This is an optimization exercise on Yosys and OpenROAD, whose aim is small area, not a production implementation. RTL that was checked went through simulation tests only; none was proved equivalent to the original. Power is estimated from default activity; no workload was simulated.

==> inputs of trial 61 <==
// System_Top
module System_Top #(parameter WIDTH = 8, ADDR = 4 , ALU_FUN_WD = 4) (
input    wire                CONTROL_EN,
input    wire                CLKDIV_EN,
input    wire                CLK,
input    wire                RST,
input    wire                WrEn,
input    wire                RdEn,
input    wire   [ADDR-1:0]   Address,
input    wire   [WIDTH-1:0]  WrData,
output   reg    [WIDTH-1:0]  RdData,
output   wire                SYS_OUT,
output   wire                SYS_VLD,
output   wire                DONE_FLAG
);
==> module ALU, before the edit <==
module ALU(input [7:0] A, input [7:0] Bin, input [3:0] k, output [7:0] res);
wire sh  = (k == 4'd13) | (k == 4'd14);
wire [7:0] B = sh ? 8'd2 : Bin;
wire MUL = (k == 4'd2) | (k == 4'd14);
wire DIV = (k == 4'd3) | (k == 4'd13);
wire ADD = (k == 4'd0);
wire SUB = (k == 4'd1) | (k == 4'd10) | (k == 4'd11) | (k == 4'd12);
wire CMP = (k == 4'd10) | (k == 4'd11) | (k == 4'd12);
wire arith = ADD | SUB | MUL | DIV;
wire [7:0] nb = ~B;
wire [7:0] P [0:8];
wire [7:0] q;
wire [7:0] s0;
assign P[8] = A & {8{~MUL}};
genvar i, j;
generate for (i=7;i>=1;i=i-1) begin: gr
  localparam W = 8-i;
  wire [W:0] cc; assign cc[0] = DIV;
  wire mrow = MUL & B[i];
  wire [W-1:0] t;
  for (j=0;j<W;j=j+1) begin: gc
    wire x = P[i+1][i+j];
    wire y = (mrow & A[j]) | (~MUL & nb[j]);
    assign t[j] = y ^ cc[j];
    assign cc[j+1] = (x & y) | (cc[j] & (x | y));
  end
  wire z = ~|B[7:W];
  assign q[i] = cc[W] & z;
  wire sel = MUL | (DIV & q[i]);
  for (j=0;j<8;j=j+1) begin: go
    if (j < i) assign P[i][j] = P[i+1][j];
    else assign P[i][j] = P[i+1][j] ^ (sel & t[j-i]);
  end
end endgenerate
reg [3:0] tt;    
always @(*) begin
  case (k)
    4'd0:  tt = 4'b1010;            
    4'd2, 4'd14: tt = {B[0], B[0], 2'b00};  
    4'd4:  tt = 4'b0100;            
    4'd5:  tt = 4'b0010;            
    4'd6:  tt = 4'b1011;            
    4'd7:  tt = 4'b1101;            
    4'd8:  tt = 4'b1010;            
    default: tt = 4'b0101;          
  endcase
end
wire [8:0] c0; assign c0[0] = SUB | DIV;
generate for (j=0;j<8;j=j+1) begin: g0
  wire x = P[1][j];
  wire y = tt[{A[j], B[j]}];
  assign s0[j] = x ^ y ^ c0[j];
  assign c0[j+1] = (x & y & arith) | (c0[j] & (x | y));
end endgenerate
assign q[0] = c0[8];
wire lt = ~c0[8];
wire eq = ~|s0;
wire gt = c0[8] & ~eq;
wire [1:0] cmpr = (k == 4'd10) ? {1'b0, eq} : (k == 4'd11) ? {gt, 1'b0} : {lt, lt};
assign res = DIV ? q : CMP ? {6'b0, cmpr} : s0;
endmodule
==> module System_Top, before the edit <==
module System_Top #(parameter WIDTH = 8, ADDR = 4 , ALU_FUN_WD = 4) (
input    wire                CONTROL_EN,
input    wire                CLKDIV_EN,
input    wire                CLK,
input    wire                RST,
input    wire                WrEn,
input    wire                RdEn,
input    wire   [ADDR-1:0]   Address,
input    wire   [WIDTH-1:0]  WrData,
output   reg    [WIDTH-1:0]  RdData,
output   wire                SYS_OUT,
output   wire                SYS_VLD,
output   wire                DONE_FLAG
);
reg [7:0] mem [0:15];
wire [3:0] lo = 4'b1 << Address[1:0];
wire [3:0] hi = 4'b1 << Address[3:2];
wire [15:0] rsel;
reg  [7:0] rmux;
genvar r;
generate for (r = 0; r < 16; r = r + 1) begin : g_reg
  assign rsel[r] = hi[r/4] & lo[r%4];
  always @(posedge CLK or negedge RST)
    if (!RST) mem[r] <= 8'b0;
    else if (WrEn & rsel[r]) mem[r] <= WrData;
end endgenerate
integer i;
always @(*) begin
  rmux = 8'b0;
  for (i = 0; i < 16; i = i + 1) rmux = rmux | (mem[i] & {8{rsel[i]}});
end
always @(posedge CLK)
  if (RdEn && !WrEn) RdData <= rmux;
wire [7:0]  A   = mem[0];
wire [7:0]  B   = mem[1];
wire [15:0] cfg = {mem[3], mem[2]};
wire [1:0]  ucfg = mem[4][1:0];
wire [7:0]  ratio = mem[5];
reg [2:0] dcnt;
reg       div_clk, odd_n;       
wire      div_on  = CLKDIV_EN & (|ratio[7:1]);
wire [2:0] dcnt_inc = dcnt + 3'd1;
wire      flip = (ratio[0] & odd_n) ? (dcnt == ratio[3:1]) : (dcnt_inc == ratio[3:1]);
wire      tick = ~div_on | (flip & ~div_clk);
always @(posedge CLK or negedge RST)
  if (!RST) begin
    dcnt <= 3'd0; div_clk <= 1'b0; odd_n <= 1'b0;
  end else if (div_on) begin
    if (flip) begin
      dcnt <= 3'd0;
      div_clk <= ~div_clk;
      if (ratio[0]) odd_n <= ~odd_n;
    end else
      dcnt <= dcnt_inc;
  end
localparam P_IDLE = 2'd0, P_CHECK = 2'd1, P_CALC = 2'd2, P_WAIT = 2'd3;
reg [1:0] ph;
reg [3:0] k;
reg [3:0] u;                  
wire busy   = |u;
wire en_k   = cfg[k];
wire last   = &k;
wire alu_en = (ph == P_CHECK) & en_k;
wire valid  = (ph == P_CALC) & ~last;
wire k_inc  = ((ph == P_CHECK) & ~en_k) | ((ph == P_WAIT) & ~busy);
always @(posedge CLK or negedge RST)
  if (!RST) begin
    ph <= P_IDLE; k <= 4'd0;
  end else begin
    if (k_inc) k <= k + 4'd1;
    case (ph)
      P_IDLE : if (CONTROL_EN) ph[0] <= 1'b1;
      P_CHECK: if (en_k | last) ph[0] <= 1'b0;
      P_CALC : ph[0] <= 1'b1;
      P_WAIT : if (!busy & last) ph[0] <= 1'b0;
    endcase
    if (alu_en | (ph == P_WAIT & !busy)) ph[1] <= (ph == P_CHECK);
  end
assign DONE_FLAG = (ph == P_IDLE);
wire [7:0] res;
ALU U0_ALU (.A(A), .Bin(B), .k(k), .res(res));
reg [7:0] sr;
reg       par;
wire      load = tick & valid;
always @(posedge CLK)
  if (alu_en) sr <= res;
always @(posedge CLK or negedge RST)
  if (!RST) begin
    u <= 4'd0; par <= 1'b0;
  end else if (tick) begin
    if (load & ucfg[0]) par <= ucfg[1] ^ (^sr);
    case (u)
      4'd0: if (valid) u <= 4'd1;
      4'd1: u <= 4'd8;
      4'd2: u <= 4'd3;
      4'd3: u <= 4'd0;
      4'd15: u <= ucfg[0] ? 4'd2 : 4'd3;
      default: u <= u + 4'd1;
    endcase
  end
assign SYS_VLD = busy;
assign SYS_OUT = u[3] ? sr[u[2:0]] : (u == 4'd1) ? 1'b0 : (u == 4'd2) ? par : 1'b1;
endmodule
==> flow/config.mk <==
export PLATFORM = sky130hd
export DESIGN_NAME = System_Top
export DESIGN_NICKNAME = System_Top
export VERILOG_FILES = /design/flow/design.v
export SDC_FILE = /design/flow/constraint.sdc
export NUM_CORES = 4
export LEC_CHECK = 0
export ABC_AREA = 1
export CAP_MARGIN = 20
export CORE_MARGIN = 2
export CORE_UTILIZATION = 55
export SETUP_SLACK_MARGIN = 0.1
export SLEW_MARGIN = 20
==> flow/constraint.sdc <==
create_clock -name core_clock -period 12.0 [get_ports {CLK}]
set_input_delay 2.4000 -clock core_clock [delete_from_list [all_inputs] [get_ports {CLK}]]
set_output_delay 2.4000 -clock core_clock [all_outputs]
set_load 0.01 [all_outputs]
standard.sh (not shown) runs the stock make flow with config.mk's settings and CLKGATE_MAP_FILE= SYNTH_SCRIPT=/design/flow/synth_recipe.tcl, a recipe that flattens the netlist after the stock synthesis.
==> flow/flow/run.sh <==
#!/bin/bash
set -euo pipefail
W=$(pwd)
RES="$W/orfs/results/sky130hd/System_Top/base"
rm -rf "$W/scripts_area"
cp -r "$FLOW_HOME/scripts" "$W/scripts_area"
cp "$W/flow/abc_area.script" "$W/scripts_area/abc_area.script"
export SCRIPTS_DIR="$W/scripts_area"
export BUFFER_PORTS_ARGS="-buffer_cell sky130_fd_sc_hd__buf_1"
export CTS_ARGS="-sink_clustering_enable -repair_clock_nets -sink_clustering_size 30 -sink_clustering_max_diameter 150 -buf_list sky130_fd_sc_hd__clkbuf_8 -dont_use_dummy_load"
bash "$W/standard.sh" "$RES/1_2_yosys.v" > "$W/flow_synth.log" 2>&1
python3 "$W/flow/mux2a22o.py" "$RES/1_2_yosys.v" > "$W/flow_mux2a22o.log" 2>&1
bash "$W/standard.sh" > "$W/flow_layout.log" 2>&1
==> flow/flow/abc_area.script <==
strash
dch
map -a
&get -n
&st
&dch
&nf -R 1000
&put
topo
==> flow/flow/mux2a22o.py <==
#!/usr/bin/env python3
"""Rewrite a Yosys netlist: each sky130 mux2_1 whose select also drives another mux2_1
becomes an a22o_1 (X = S&A1 | ~S&A0), with one shared inverter per select net."""
import re, sys
path = sys.argv[1]
src = open(path).read()
pat = re.compile(r'  sky130_fd_sc_hd__mux2_1 (\S+) \(\n\s*\.A0\(([^\n]*?)\),\n\s*\.A1\(([^\n]*?)\),\n\s*\.S\(([^\n]*?)\),\n\s*\.X\(([^\n]*?)\)\n\s*\);\n')
muxes = pat.findall(src)
count = {}
for m in muxes:
    count[m[3]] = count.get(m[3], 0) + 1
inv_of = {}
decls = []
def repl(mo):
    name, a0, a1, s, x = mo.groups()
    if count[s] < 2:
        return mo.group(0)
    out = ''
    if s not in inv_of:
        n = len(inv_of)
        inv_of[s] = f'mxsel_n_{n}'
        decls.append(f'  wire mxsel_n_{n};\n')
        out += (f'  sky130_fd_sc_hd__inv_1 mxsel_inv_{n} (\n    .A({s}),\n    .Y(mxsel_n_{n})\n  );\n')
    out += (f'  sky130_fd_sc_hd__a22o_1 {name} (\n    .A1({s}),\n    .A2({a1}),\n'
            f'    .B1({inv_of[s]}),\n    .B2({a0}),\n    .X({x})\n  );\n')
    return out
new = pat.sub(repl, src)
# declare the new wires right after the module header
i = new.index(');\n', new.index('module ')) + 3
new = new[:i] + ''.join(decls) + new[i:]
open(path, 'w').write(new)
print(f'mux2a22o: {len(muxes)} mux2_1, rewrote {sum(c for c in count.values() if c >= 2)}, {len(inv_of)} inverters')
==> inputs of trial 81, as changes to trial 61 <==
--- a/flow/design.v
+++ b/flow/design.v
@@ -7,28 +7,39 @@
 wire SUB = (k == 4'd1) | (k == 4'd10) | (k == 4'd11) | (k == 4'd12);
 wire CMP = (k == 4'd10) | (k == 4'd11) | (k == 4'd12);
-wire arith = ADD | SUB | MUL | DIV;
+wire arith = ADD | SUB | MUL;
+genvar i, j;
 wire [7:0] nb = ~B;
-wire [7:0] P [0:8];
+wire [7:0] R [0:8];
 wire [7:0] q;
-wire [7:0] s0;
-assign P[8] = A & {8{~MUL}};
-genvar i, j;
-generate for (i=7;i>=1;i=i-1) begin: gr
+assign R[8] = A;
+generate for (i=7;i>=0;i=i-1) begin: gd
   localparam W = 8-i;
-  wire [W:0] cc; assign cc[0] = DIV;
-  wire mrow = MUL & B[i];
-  wire [W-1:0] t;
+  wire [W:0] cc; assign cc[0] = 1'b1;
   for (j=0;j<W;j=j+1) begin: gc
-    wire x = P[i+1][i+j];
-    wire y = (mrow & A[j]) | (~MUL & nb[j]);
-    assign t[j] = y ^ cc[j];
+    wire x = R[i+1][i+j];
+    wire y = nb[j];
     assign cc[j+1] = (x & y) | (cc[j] & (x | y));
   end
-  wire z = ~|B[7:W];
+  wire z;
+  if (i == 0) begin: gz assign z = 1'b1; end else begin: gz2 assign z = ~|B[7:W]; end
   assign q[i] = cc[W] & z;
-  wire sel = MUL | (DIV & q[i]);
   for (j=0;j<8;j=j+1) begin: go
+    if (j < i) assign R[i][j] = R[i+1][j];
+    else assign R[i][j] = R[i+1][j] ^ (q[i] & (nb[j-i] ^ cc[j-i]));
+  end
+end endgenerate
+wire [7:0] P [1:8];
+assign P[8] = 8'b0;
+generate for (i=7;i>=1;i=i-1) begin: gm
+  localparam W = 8-i;
+  wire [W:0] cc; assign cc[0] = 1'b0;
+  for (j=0;j<8;j=j+1) begin: gc
     if (j < i) assign P[i][j] = P[i+1][j];
-    else assign P[i][j] = P[i+1][j] ^ (sel & t[j-i]);
+    else begin
+      wire x = P[i+1][j];
+      wire y = A[j-i] & B[i];
+      assign P[i][j] = x ^ y ^ cc[j-i];
+      assign cc[j-i+1] = (x & y) | (cc[j-i] & (x ^ y));
+    end
   end
 end endgenerate
@@ -36,24 +47,24 @@
 always @(*) begin
   case (k)
-    4'd0:  tt = 4'b1010;            
+    4'd0:  tt = 4'b1010;                    
     4'd2, 4'd14: tt = {B[0], B[0], 2'b00};  
-    4'd4:  tt = 4'b0100;            
-    4'd5:  tt = 4'b0010;            
-    4'd6:  tt = 4'b1011;            
-    4'd7:  tt = 4'b1101;            
-    4'd8:  tt = 4'b1010;            
-    default: tt = 4'b0101;          
+    4'd4:  tt = 4'b0100;                    
+    4'd5:  tt = 4'b0010;                    
+    4'd6:  tt = 4'b1011;                    
+    4'd7:  tt = 4'b1101;                    
+    4'd8:  tt = 4'b1010;                    
+    default: tt = 4'b0101;                  
   endcase
 end
-wire [8:0] c0; assign c0[0] = SUB | DIV;
+wire [7:0] s0;
+wire [8:0] c0; assign c0[0] = SUB;
 generate for (j=0;j<8;j=j+1) begin: g0
-  wire x = P[1][j];
+  wire x = MUL ? P[1][j] : A[j];
   wire y = tt[{A[j], B[j]}];
   assign s0[j] = x ^ y ^ c0[j];
   assign c0[j+1] = (x & y & arith) | (c0[j] & (x | y));
 end endgenerate
-assign q[0] = c0[8];
 wire lt = ~c0[8];
-wire eq = ~|s0;
+wire eq = (A == Bin);
 wire gt = c0[8] & ~eq;
 wire [1:0] cmpr = (k == 4'd10) ? {1'b0, eq} : (k == 4'd11) ? {gt, 1'b0} : {lt, lt};
--- a/flow/config.mk
+++ b/flow/config.mk
@@ -9,5 +9,5 @@
 export CAP_MARGIN = 20
 export CORE_MARGIN = 2
-export CORE_UTILIZATION = 55
-export SETUP_SLACK_MARGIN = 0.1
+export CORE_UTILIZATION = 40
+export SETUP_SLACK_MARGIN = 0.3
 export SLEW_MARGIN = 20
==> inputs of build 94, as changes to trial 61 <==
==> flow/design.v (replaced) <==
module ALU(input [7:0] A, B, input [3:0] k, output reg [7:0] res);
wire MUL = (k == 4'd2);
wire DIV = (k == 4'd3);
wire ADD = (k == 4'd0);
wire [7:0] nb = ~B;
wire [7:0] P [0:8];
wire [7:0] q;
wire [7:0] s0;
wire co0;
assign P[8] = A & {8{~MUL}};
genvar i, j;
generate for (i=7;i>=1;i=i-1) begin: gr
  localparam W = 8-i;
  wire [W:0] cc; assign cc[0] = DIV;
  wire [W-1:0] d;
  wire mrow = MUL & B[i];
  for (j=0;j<W;j=j+1) begin: gc
    wire x = P[i+1][i+j];
    wire y = (mrow & A[j]) | (~MUL & nb[j]);
    assign d[j] = x ^ y ^ cc[j];
    assign cc[j+1] = (x & y) | (cc[j] & (x ^ y));
  end
  wire z = ~|B[7:W];
  assign q[i] = cc[W] & z;
  wire sel = MUL | (DIV & q[i]);
  for (j=0;j<8;j=j+1) begin: go
    if (j < i) assign P[i][j] = P[i+1][j];
    else assign P[i][j] = sel ? d[j-i] : P[i+1][j];
  end
end endgenerate
wire inv0 = ~ADD;
wire [8:0] c0; assign c0[0] = ~(ADD | MUL);
generate for (j=0;j<8;j=j+1) begin: g0
  wire x = P[1][j];
  wire y = MUL ? (B[0] & A[j]) : (B[j] ^ inv0);
  assign s0[j] = x ^ y ^ c0[j];
  assign c0[j+1] = (x & y) | (c0[j] & (x ^ y));
end endgenerate
assign q[0] = c0[8];
wire lt = ~c0[8];
wire eq = ~|s0;
wire gt = c0[8] & ~eq;
always @(*) begin
  case (k)
    4'd0, 4'd1, 4'd2 : res = s0;
    4'd3 : res = q;
    4'd4 : res = A & B;
    4'd5 : res = A | B;
    4'd6 : res = ~(A & B);
    4'd7 : res = ~(A | B);
    4'd8 : res = A ^ B;
    4'd9 : res = A ~^ B;
    4'd10: res = {7'b0, eq};
    4'd11: res = {6'b0, gt, 1'b0};
    4'd12: res = {6'b0, lt, lt};
    4'd13: res = A >> 1;
    4'd14: res = A << 1;
    default: res = 8'b0;
  endcase
end
endmodule
module System_Top #(parameter WIDTH = 8, ADDR = 4 , ALU_FUN_WD = 4) (
input    wire                CONTROL_EN,
input    wire                CLKDIV_EN,
input    wire                CLK,
input    wire                RST,
input    wire                WrEn,
input    wire                RdEn,
input    wire   [ADDR-1:0]   Address,
input    wire   [WIDTH-1:0]  WrData,
output   reg    [WIDTH-1:0]  RdData,
output   wire                SYS_OUT,
output   wire                SYS_VLD,
output   wire                DONE_FLAG
);
reg [7:0] mem [0:15];
wire [3:0] lo = 4'b1 << Address[1:0];
wire [3:0] hi = 4'b1 << Address[3:2];
wire [15:0] rsel;
reg  [7:0] rmux;
genvar r;
generate for (r = 0; r < 16; r = r + 1) begin : g_reg
  assign rsel[r] = hi[r/4] & lo[r%4];
  always @(posedge CLK or negedge RST)
    if (!RST) mem[r] <= 8'b0;
    else if (WrEn & rsel[r]) mem[r] <= WrData;
end endgenerate
integer i;
always @(*) begin
  rmux = 8'b0;
  for (i = 0; i < 16; i = i + 1) rmux = rmux | (mem[i] & {8{rsel[i]}});
end
always @(posedge CLK)
  if (RdEn && !WrEn) RdData <= rmux;
wire [7:0]  A   = mem[0];
wire [7:0]  B   = mem[1];
wire [15:0] cfg = {mem[3], mem[2]};
wire [1:0]  ucfg = mem[4][1:0];
wire [7:0]  ratio = mem[5];
reg [2:0] dcnt;
reg       div_clk, odd_tog;
wire      div_on  = CLKDIV_EN & (|ratio[7:1]);
wire [2:0] dcnt_inc = dcnt + 3'd1;
wire      flip = (ratio[0] & ~odd_tog) ? (dcnt == ratio[3:1]) : (dcnt_inc == ratio[3:1]);
wire      tick = ~div_on | (flip & ~div_clk);
always @(posedge CLK or negedge RST)
  if (!RST) begin
    dcnt <= 3'd0; div_clk <= 1'b0; odd_tog <= 1'b1;
  end else if (div_on) begin
    if (flip) begin
      dcnt <= 3'd0;
      div_clk <= ~div_clk;
      if (ratio[0]) odd_tog <= ~odd_tog;
    end else
      dcnt <= dcnt_inc;
  end
localparam P_IDLE = 2'd0, P_CHECK = 2'd1, P_CALC = 2'd2, P_WAIT = 2'd3;
reg [1:0] ph;
reg [3:0] k;
reg [3:0] u;                  
wire busy   = |u;
wire en_k   = cfg[k];
wire last   = &k;
wire alu_en = (ph == P_CHECK) & en_k;
wire valid  = (ph == P_CALC) & ~last;
wire k_inc  = ((ph == P_CHECK) & ~en_k) | ((ph == P_WAIT) & ~busy);
always @(posedge CLK or negedge RST)
  if (!RST) begin
    ph <= P_IDLE; k <= 4'd0;
  end else begin
    if (k_inc) k <= k + 4'd1;
    case (ph)
      P_IDLE : if (CONTROL_EN) ph <= P_CHECK;
      P_CHECK: if (en_k) ph <= P_CALC; else if (last) ph <= P_IDLE;
      P_CALC : ph <= P_WAIT;
      P_WAIT : if (!busy) ph <= last ? P_IDLE : P_CHECK;
    endcase
  end
assign DONE_FLAG = (ph == P_IDLE);
wire [7:0] res;
ALU U0_ALU (.A(A), .B(B), .k(k), .res(res));
reg [7:0] sr;
reg       par;
wire      load = tick & valid;
always @(posedge CLK)
  if (alu_en) sr <= res;
  else if (tick & u[3]) sr <= {sr[7], sr[7:1]};
always @(posedge CLK or negedge RST)
  if (!RST) begin
    u <= 4'd0; par <= 1'b0;
  end else if (tick) begin
    if (load & ucfg[0]) par <= ucfg[1] ^ (^sr);
    case (u)
      4'd0: if (valid) u <= 4'd1;
      4'd1: u <= 4'd8;
      4'd2: u <= 4'd3;
      4'd3: u <= 4'd0;
      4'd15: u <= ucfg[0] ? 4'd2 : 4'd3;
      default: u <= u + 4'd1;
    endcase
  end
assign SYS_VLD = busy;
assign SYS_OUT = u[3] ? sr[0] : (u == 4'd1) ? 1'b0 : (u == 4'd2) ? par : 1'b1;
endmodule
==> flow/run.sh (new file) <==
#!/bin/bash
# synth_recipe.tcl (not shown) runs the flow's synth.tcl, then flattens the netlist and writes it again
# the make line also repeats each setting of config.mk as NAME=value (left out here)
make -C /OpenROAD-flow-scripts/flow DESIGN_CONFIG=/design/flow/config.mk WORK_HOME=/design/flow/orfs CLKGATE_MAP_FILE= SYNTH_SCRIPT=/design/flow/synth_recipe.tcl finish
--- a/flow/config.mk
+++ b/flow/config.mk
@@ -9,5 +9,7 @@
 export CAP_MARGIN = 20
 export CORE_MARGIN = 2
-export CORE_UTILIZATION = 55
-export SETUP_SLACK_MARGIN = 0.1
+export CORE_UTILIZATION = 40
+export CTS_BUF_LIST = sky130_fd_sc_hd__clkbuf_4 sky130_fd_sc_hd__clkbuf_8
+export CTS_CLUSTER_DIAMETER = 100
+export CTS_CLUSTER_SIZE = 40
 export SLEW_MARGIN = 20
removed: flow/flow/run.sh
removed: flow/flow/abc_area.script
removed: flow/flow/mux2a22o.py
removed: flow/standard.sh
==> comparison <==
- Trial 61 completed and failed the layout checks on setup timing. Trial 81 finished clean. Build 94 reached the layout checks and failed them: setup timing.
- The highest global-route usage belongs to trial 61, the lowest to build 94.
- Against trial 81, the non-clock buffer count of trial 61 is higher by 94.
- Of trial 81 and build 94, trial 81 has the higher setup slack (gap 3800 ps).
- Synthesized cell count: trial 61 < trial 81 < build 94.
- The highest area after synthesis belongs to build 94, the lowest to trial 61.
- Utilization, highest first: trial 61, build 94, trial 81.
- Against build 94, the clock power of trial 61 is smaller by 29%.
- Via count, lowest first: trial 81, trial 61, build 94.
- The lowest clock skew belongs to build 94, the highest to trial 81.
- In count of clock-buffer cells in the layout, trial 61 and trial 81 do not differ.
==> figures <==
Standard-cell row count: build 94 57; trial 81 55; trial 61 46
Area of combinational cells with multiple inputs: build 94 0.00541 sq mm; trial 81 0.00504 sq mm; trial 61 0.00511 sq mm
Depth of the worst register-to-register path: build 94 92; trial 81 60; trial 61 79
Die height: build 94 160 microns; trial 81 156 microns; trial 61 132 microns
Status: build 94 failed layout checks; trial 81 no timing/DRC/antenna violations; trial 61 failed layout checks
Layout check failures: build 94 setup timing; trial 81 -; trial 61 setup timing
F_max: build 94 0.0692 GHz; trial 81 0.0940 GHz; trial 61 0.0789 GHz
Gate power share: build 94 61.6%; trial 81 55.5%; trial 61 71.4%
Fraction of power spent switching nets: build 94 43.6%; trial 81 44.1%; trial 61 43.2%
DR WL/cell: build 94 17.2 microns; trial 81 22.0 microns; trial 61 22.9 microns
Width of the die: build 94 160 microns; trial 81 156 microns; trial 61 132 microns
Layout filler cell count: build 94 2373; trial 81 2182; trial 61 1242
Worst Setup Slack, final: build 94 -2450 ps; trial 81 1360 ps; trial 61 -674 ps
Post-synthesis instance area: build 94 0.00976 sq mm; trial 81 0.00922 sq mm; trial 61 0.00898 sq mm
Share of the cycle needed by the critical path after routing: build 94 120%; trial 81 88.6%; trial 61 106%
Maximum fanout encountered on the critical timing path: build 94 4; trial 81 8; trial 61 3
Met1 Resource Use GR: build 94 31.0%; trial 81 32.0%; trial 61 42.7%
Hold Startpoint: build 94 div_clk; trial 81 par; trial 61 odd_n
Reg2reg setup slack: build 94 -2450 ps; trial 81 1360 ps; trial 61 -670 ps
Clock slew seen by the registers of the worst setup and hold paths: build 94 90 ps; trial 81 70 ps; trial 61 90 ps
Smallest hold slack: build 94 475 ps; trial 81 480 ps; trial 61 483 ps
Power Total: build 94 3.13 mW; trial 81 2.58 mW; trial 61 4.03 mW
Routed via count divided by cell count: build 94 5.31; trial 81 6.19; trial 61 6.59
No functional check of the RTL was part of trial 61 and build 94.

==> afterwards: timing with drivers on the ports <==
The results above use ideal ports. As a check the final layouts listed here were re-extracted and re-timed, cells and wires unchanged. Step 1 assumes that a clkbuf_16 drives the clock port and a buf_2 every other input. Step 2 also shifts input and output timing later by t, the mid clock arrival at the registers, as if the neighbouring blocks saw the same clock. a / b / c = ideal / step 1 / step 2; a / b = the first two.
| run | shift t [ns] | slack for setup (ns) | worst hold slack (ns) | cell pins on the clock port's net |
|---|---|---|---|---|
| trial 61 | 0.484 | -0.674 / -0.674 / -0.674 | 0.483 / 0.483 / 0.483 | 1 |
| trial 81 | 0.475 | 1.364 / 1.364 / 1.364 | 0.480 / 0.480 / 0.480 | 1 |
| build 94 | 0.507 | -2.446 / -2.446 / -2.446 | 0.475 / 0.475 / 0.475 | 1 |
